Source: an optimization exercise on an open RTL-to-GDS flow (aim: small area). Production flows keep margins and buffers that such runs may drop.
In this exercise RTL edits were held to simulation tests only and were not proved equivalent to the original.
Power and IR drop assume default switching activity.

run 1:
## uart_16550
module uart_16550 #(
    parameter DL_WIDTH = 16,
    parameter PSD_WIDTH = 4,
    parameter FIFO_DEPTH = 16
)(
    input  logic clk,
    input  logic rst,
    input  logic [31:0] awaddr,
    input  logic        awvalid,
    output logic        awready,
    input  logic [31:0] wdata,
    input  logic [3:0]  wstrb,
    input  logic        wvalid,
    output logic        wready,
    output logic        bvalid,
    output logic [1:0]  bresp,
    input  logic        bready,
    input  logic [31:0] araddr,
    input  logic        arvalid,
    output logic        arready,
    output logic [31:0] rdata,
    output logic        rvalid,
    output logic [1:0]  rresp,
    input  logic        rready,
    output logic irq,
    output logic irq_n,
    input  logic rxd,
    output logic txd
);
Size: about 1400 cells after synthesis, about 470 flip-flops, roughly 150 I/O pins, roughly 19000 sq um of cells after synthesis.
==> flow/config.mk <==
export PLATFORM = sky130hd
export DESIGN_NAME = uart_16550
export DESIGN_NICKNAME = uart_16550
export VERILOG_FILES = /design/flow/design.v
export SDC_FILE = /design/flow/constraint.sdc
export NUM_CORES = 4
export LEC_CHECK = 0
export CAP_MARGIN = 20
export CORE_MARGIN = 2
export CORE_UTILIZATION = 72
export CTS_BUF_LIST = sky130_fd_sc_hd__clkbuf_16
export CTS_CLUSTER_DIAMETER = 80
export CTS_CLUSTER_SIZE = 30
export PLACE_DENSITY = 0.82
export SLEW_MARGIN = 20
==> flow/constraint.sdc <==
create_clock -name core_clock -period 6.0 [get_ports {clk}]
set_input_delay 1.2000 -clock core_clock [delete_from_list [all_inputs] [get_ports {clk}]]
set_output_delay 1.2000 -clock core_clock [all_outputs]
set_load 0.01 [all_outputs]
standard.sh (not shown) runs the stock make flow with config.mk's settings and CLKGATE_MAP_FILE= SYNTH_SCRIPT=/design/flow/synth_recipe.tcl, a recipe that flattens the netlist after the stock synthesis.
==> flow/flow/run.sh <==
#!/bin/bash
# The standard layout (standard.sh), with four changes:
#  - the logic is mapped by an area-oriented ABC script (flow/area.script);
#    synthesis is otherwise the standard flow's own (flow/synth_area.tcl repeats
#    synth_recipe.tcl and only swaps the ABC script),
#  - ports are buffered with the smallest buffer,
#  - clock tree synthesis inserts no dummy loads,
#  - the constant outputs share one tie cell.
# Each tool's output goes to its ORFS log under orfs/logs; make's output
# goes to standard.log here.
set -euo pipefail
here=$(pwd)
diff <(tail -n +2 synth_recipe.tcl) <(grep -v '^ *#' flow/synth_area.tcl | sed -n '/^source/,$p') > synth_diff.log || true
bash standard.sh \
  SYNTH_SCRIPT=$here/flow/synth_area.tcl \
  "BUFFER_PORTS_ARGS=-buffer_cell sky130_fd_sc_hd__buf_1" \
  "CTS_ARGS=-sink_clustering_enable -repair_clock_nets -sink_clustering_size 30 -sink_clustering_max_diameter 80 -buf_list sky130_fd_sc_hd__clkbuf_16 -dont_use_dummy_load" \
  SKIP_REPAIR_TIE_FANOUT=1 \
  finish > standard.log 2>&1
==> flow/flow/area.script <==
strash
&get -n
&fraig -x
&put
scorr
dc2
dretime
strash
&get -n
&syn2
&dch -f
&nf -a -R 1000
&put
==> flow/flow/synth_area.tcl <==
proc synth {args} { yosys synth -nofsm -noshare {*}$args }
# Map the logic with an area-oriented ABC script (the flip-flops are mapped
# before this step and are left as the standard synthesis makes them)
set ::area_abc_script [file join [file dirname [file normalize [info script]]] area.script]
proc abc {args} {
  set i [lsearch -exact $args -script]
  if { $i >= 0 } { lset args [expr { $i + 1 }] $::area_abc_script }
  yosys abc {*}$args
}
source $::env(SCRIPTS_DIR)/synth.tcl
# left out here: clear keep_hierarchy, flatten, clean up, hide names made inside functions, write 1_2_yosys.v
Run 1 completed every stage of the flow, and the final layout passed the timing, DRC and antenna checks.
### run 1 -> run 2
Settings: swapping 72 for 65 in CORE_UTILIZATION; swapping 0.82 for 0.75 in PLACE_DENSITY.
-- flow/flow/run.sh --
<<< run 1, line 2
# The standard layout (standard.sh), with four changes:
>>> run 2, line 2
# The standard layout (standard.sh), with three changes:
<<< run 1, line 7
#  - clock tree synthesis inserts no dummy loads,
#  - the constant outputs share one tie cell.
>>> run 2, line 7
#  - clock tree synthesis inserts no dummy loads.
<<< run 1, line 18
  SKIP_REPAIR_TIE_FANOUT=1 \
>>> run 2, line 17
  RECOVER_POWER=100 SKIP_REPAIR_TIE_FANOUT=1 \
Notes after the runs:
- In run 2 the implementation ran to completion but is not tape-out ready, as the final checks report capacitance limit, slew limit.
- Run 1 → run 2: power density over cell area went up by 0.34%; total wirelength of the detailed-routed design grew by about 1%; post-route total power saw an increase; DRC marker count from the first detailed-route iteration went down.
- Run 2 and run 1 ended up with nearly the same switching portion of total power.
- On clock tree buffer count of the final layout: between run 2 and run 1, it ends up lower for run 1.
- Between run 2 and run 1, it is run 2 whose total die area is higher, by 11%.
The following lists how run 3 was set up differently from run 2:
Settings: SLEW_MARGIN changed from 20 to 5; CAP_MARGIN changed from 20 to 5.
-- flow/flow/run.sh --
<<< run 2, line 2
# The standard layout (standard.sh), with three changes:
>>> run 3, line 2
# The standard layout (standard.sh), with four changes:
<<< run 2, line 7
#  - clock tree synthesis inserts no dummy loads.
>>> run 3, line 7
#  - clock tree synthesis inserts no dummy loads,
#  - the constant outputs share one tie cell.
<<< run 2, line 17
  RECOVER_POWER=100 SKIP_REPAIR_TIE_FANOUT=1 \
>>> run 3, line 18
  SKIP_REPAIR_TIE_FANOUT=1 \
### Flow results
In summary, run 3 completed successfully, with a layout that passed the timing, DRC and antenna checks.
Looking at highest-delay cell along the critical path, the dfstp_1 result is from run 2; the dfstp_2 one comes from run 3.
Global-route wire length before repair, run 3 vs run 2: up slightly
| total power after layout | run 3 vs run 2 | ≈ equal |
Share of synthesized registers carrying an async set or reset came out exactly the same in run 2 and run 3.
#### Input delta (run 4 over run 3)
Settings: CAP_MARGIN changed from 5 to 20; SLEW_MARGIN changed from 5 to 20.
-- flow/flow/run.sh --
<<< run 3, line 2
# The standard layout (standard.sh), with four changes:
>>> run 4, line 2
# The standard layout (standard.sh), with three changes:
<<< run 3, line 7
#  - clock tree synthesis inserts no dummy loads,
#  - the constant outputs share one tie cell.
>>> run 4, line 7
#  - clock tree synthesis inserts no dummy loads.
<<< run 3, line 18
  SKIP_REPAIR_TIE_FANOUT=1 \
>>> run 4, line 17
Notes after the runs:
As far as initial antenna violation count is concerned, run 4 and run 3 perform about the same.
Layout-stage area growth over the synthesis result came out higher on run 4 than on run 3.
Run 4 vs. run 3: final core utilization now sits higher; routed wire length now sits higher.
Here is what was changed in the inputs of run 5 compared with run 4.
Settings: CORE_UTILIZATION changed from 65 to 72; PLACE_DENSITY changed from 0.75 to 0.82.
-- flow/flow/run.sh --
<<< run 4, line 2
# The standard layout (standard.sh), with three changes:
>>> run 5, line 2
# The standard layout (standard.sh), with these changes:
<<< run 4, line 6
>>> run 5, line 6
#  - adders are left to ABC (no full/half adder extraction),
<<< run 4, line 7
#  - clock tree synthesis inserts no dummy loads.
>>> run 5, line 8
#  - clock tree synthesis inserts no dummy loads,
#  - the constant outputs share one tie cell.
<<< run 4, line 17
>>> run 5, line 19
  SKIP_REPAIR_TIE_FANOUT=1 ADDER_MAP_FILE= \
-- flow/flow/area.script --
<<< run 4, line 14
>>> run 5, line 14
&get -n
&dch -f
&nf -a -R 1000
&put
Findings:
- Summary of run 5 over run 4: worst clock skew went down 0.0080 ns; power share of the combinational group went down 4.8 points.
- Going from run 4 to run 5, count of placed standard cells including taps shrinks by 264.
- Period utilization (higher): run 4
- Lower final-layout clock buffer total among run 5 and run 4: run 5
- From run 5 to run 4, number of top-level pins did not move at all.
- Compared with run 4, run 5 shows cell row count lower by about 8%.
- Final net count: run 5 < run 4
- A worst-path cell with the longest stage delay of dfstp_2 is what run 4 shows, while and3_4 belongs to run 5.
- Diff run 4 -> run 5 | ratio of total power to cell area | down slightly
- Across both runs, total clock buffers created by CTS was lower for run 5 than for run 4.
- On run 5: total routing usage reported by global routing is 2.7 points higher than what run 4 gave.

* * *

Starting RTL as in the previous note.
export LEC_CHECK = 0
export CAP_MARGIN = 20
export CORE_MARGIN = 2
export CORE_UTILIZATION = 75
export CTS_BUF_LIST = sky130_fd_sc_hd__clkbuf_16
export CTS_CLUSTER_DIAMETER = 80
export CTS_CLUSTER_SIZE = 30
export PLACE_DENSITY = 0.85
export SLEW_MARGIN = 20
create_clock -name core_clock -period 6.0 [get_ports {clk}]
==> flow/flow/run.sh <==
#!/bin/bash
# The standard layout (standard.sh), with three changes:
#  - the logic is mapped by an area-oriented ABC script (flow/area.script);
#    synthesis is otherwise the standard flow's own (flow/synth_area.tcl repeats
#    synth_recipe.tcl and only swaps the ABC script),
#  - ports are buffered with the smallest buffer,
#  - clock tree synthesis inserts no dummy loads.
# Each tool's output goes to its ORFS log under orfs/logs; make's output
# goes to standard.log here.
set -euo pipefail
here=$(pwd)
diff <(tail -n +2 synth_recipe.tcl) <(grep -v '^ *#' flow/synth_area.tcl | sed -n '/^source/,$p') > synth_diff.log || true
bash standard.sh \
  SYNTH_SCRIPT=$here/flow/synth_area.tcl \
  "BUFFER_PORTS_ARGS=-buffer_cell sky130_fd_sc_hd__buf_1" \
  "CTS_ARGS=-sink_clustering_enable -repair_clock_nets -sink_clustering_size 30 -sink_clustering_max_diameter 80 -buf_list sky130_fd_sc_hd__clkbuf_16 -dont_use_dummy_load" \
  finish > standard.log 2>&1
==> flow/flow/area.script <==
strash
&get -n
&fraig -x
&put
scorr
dc2
dretime
strash
&get -n
&syn2
&dch -f
&nf -a -R 1000
&put
Scripts as last shown in full above: flow/flow/synth_area.tcl
The starting point produced a clean layout.
Rerun with:
--- a/flow/flow/run.sh
+++ b/flow/flow/run.sh
@@ -1,9 +1,11 @@
 #!/bin/bash
-# The standard layout (standard.sh), with three changes:
+# The standard layout (standard.sh), with these changes:
 #  - the logic is mapped by an area-oriented ABC script (flow/area.script);
 #    synthesis is otherwise the standard flow's own (flow/synth_area.tcl repeats
 #    synth_recipe.tcl and only swaps the ABC script),
+#  - adders are left to ABC (no full/half adder extraction),
 #  - ports are buffered with the smallest buffer,
-#  - clock tree synthesis inserts no dummy loads.
+#  - clock tree synthesis inserts no dummy loads,
+#  - the constant outputs share one tie cell.
 # Each tool's output goes to its ORFS log under orfs/logs; make's output
 # goes to standard.log here.
@@ -15,3 +17,4 @@
   "BUFFER_PORTS_ARGS=-buffer_cell sky130_fd_sc_hd__buf_1" \
   "CTS_ARGS=-sink_clustering_enable -repair_clock_nets -sink_clustering_size 30 -sink_clustering_max_diameter 80 -buf_list sky130_fd_sc_hd__clkbuf_16 -dont_use_dummy_load" \
+  SKIP_REPAIR_TIE_FANOUT=1 ADDER_MAP_FILE= \
   finish > standard.log 2>&1
==> flow/flow/area.script (replaced) <==
strash
&get -n
&fraig -x
&put
scorr
dc2
dretime
strash
&get -n
&syn4
&dch -f
&nf -a -R 1000
&put
&get -n
&dch -f
&nf -a -R 1000
&put
--- a/flow/config.mk
+++ b/flow/config.mk
@@ -8,8 +8,8 @@
 export CAP_MARGIN = 20
 export CORE_MARGIN = 2
-export CORE_UTILIZATION = 75
+export CORE_UTILIZATION = 78
 export CTS_BUF_LIST = sky130_fd_sc_hd__clkbuf_16
 export CTS_CLUSTER_DIAMETER = 80
 export CTS_CLUSTER_SIZE = 30
-export PLACE_DENSITY = 0.85
+export PLACE_DENSITY = 0.88
 export SLEW_MARGIN = 20
After rerunning: Worst setup slack gains 0.71 ns. Design area drops by 7.1%. Routed wire length drops by 8.9%.
Rerun with:
--- a/flow/config.mk
+++ b/flow/config.mk
@@ -8,8 +8,8 @@
 export CAP_MARGIN = 20
 export CORE_MARGIN = 2
-export CORE_UTILIZATION = 78
+export CORE_UTILIZATION = 72
 export CTS_BUF_LIST = sky130_fd_sc_hd__clkbuf_16
 export CTS_CLUSTER_DIAMETER = 80
 export CTS_CLUSTER_SIZE = 30
-export PLACE_DENSITY = 0.88
+export PLACE_DENSITY = 0.82
 export SLEW_MARGIN = 20
What happened: The new run finished with timing, DRC and antenna clean; via count decreases slightly; wire length rose slightly; count of clock-buffer cells in the layout does not change; synthesized area is unchanged; combinational power rises slightly; final cell count goes up by a few percent; global-route usage went down by 2.3 points; design area stays flat; total power rose slightly; utilization goes down by 7.4 points; flip-flop and latch count stays the same.

separate check: timing with driven ports:
Ports are ideal in the flow. The routed layouts listed here were re-timed in OpenROAD. Step 1 (the two cells are an assumption about what drives the block):
set clk [get_ports {clk}]
set_driving_cell -lib_cell sky130_fd_sc_hd__clkbuf_16 $clk
set_driving_cell -lib_cell sky130_fd_sc_hd__buf_2 [delete_from_list [all_inputs] $clk]
Step 2 moves the port delays by t, midway between the first and last clock arrival at a register: inputs arrive t later, outputs are due t later. That takes back most of the time a late clock gives input paths. a / b / c = no drivers / after step 1 / after step 2; a / b = the first two.
run | t, ns | slack for setup (ns) | hold slack, ns
run 1 | 0.576 | 2.029 / 2.029 / 2.029 | 0.375 / 0.375 / 0.375
run 2 | 0.580 | 1.026 / 1.026 / 1.026 | 0.364 / 0.364 / 0.364
run 3 | 0.573 | 1.683 / 1.683 / 1.683 | 0.366 / 0.366 / 0.366
run 4 | 0.587 | 1.775 / 1.775 / 1.775 | 0.365 / 0.365 / 0.365
run 5 | 0.580 | 2.485 / 2.485 / 2.485 | 0.381 / 0.381 / 0.381
the first run of note 2 | 0.578 | 1.833 / 1.833 / 1.833 | 0.371 / 0.371 / 0.371
the second run of note 2 | 0.564 | 2.547 / 2.547 / 2.547 | 0.370 / 0.370 / 0.370
the third run of note 2 | 0.573 | 2.497 / 2.497 / 2.497 | 0.374 / 0.374 / 0.374
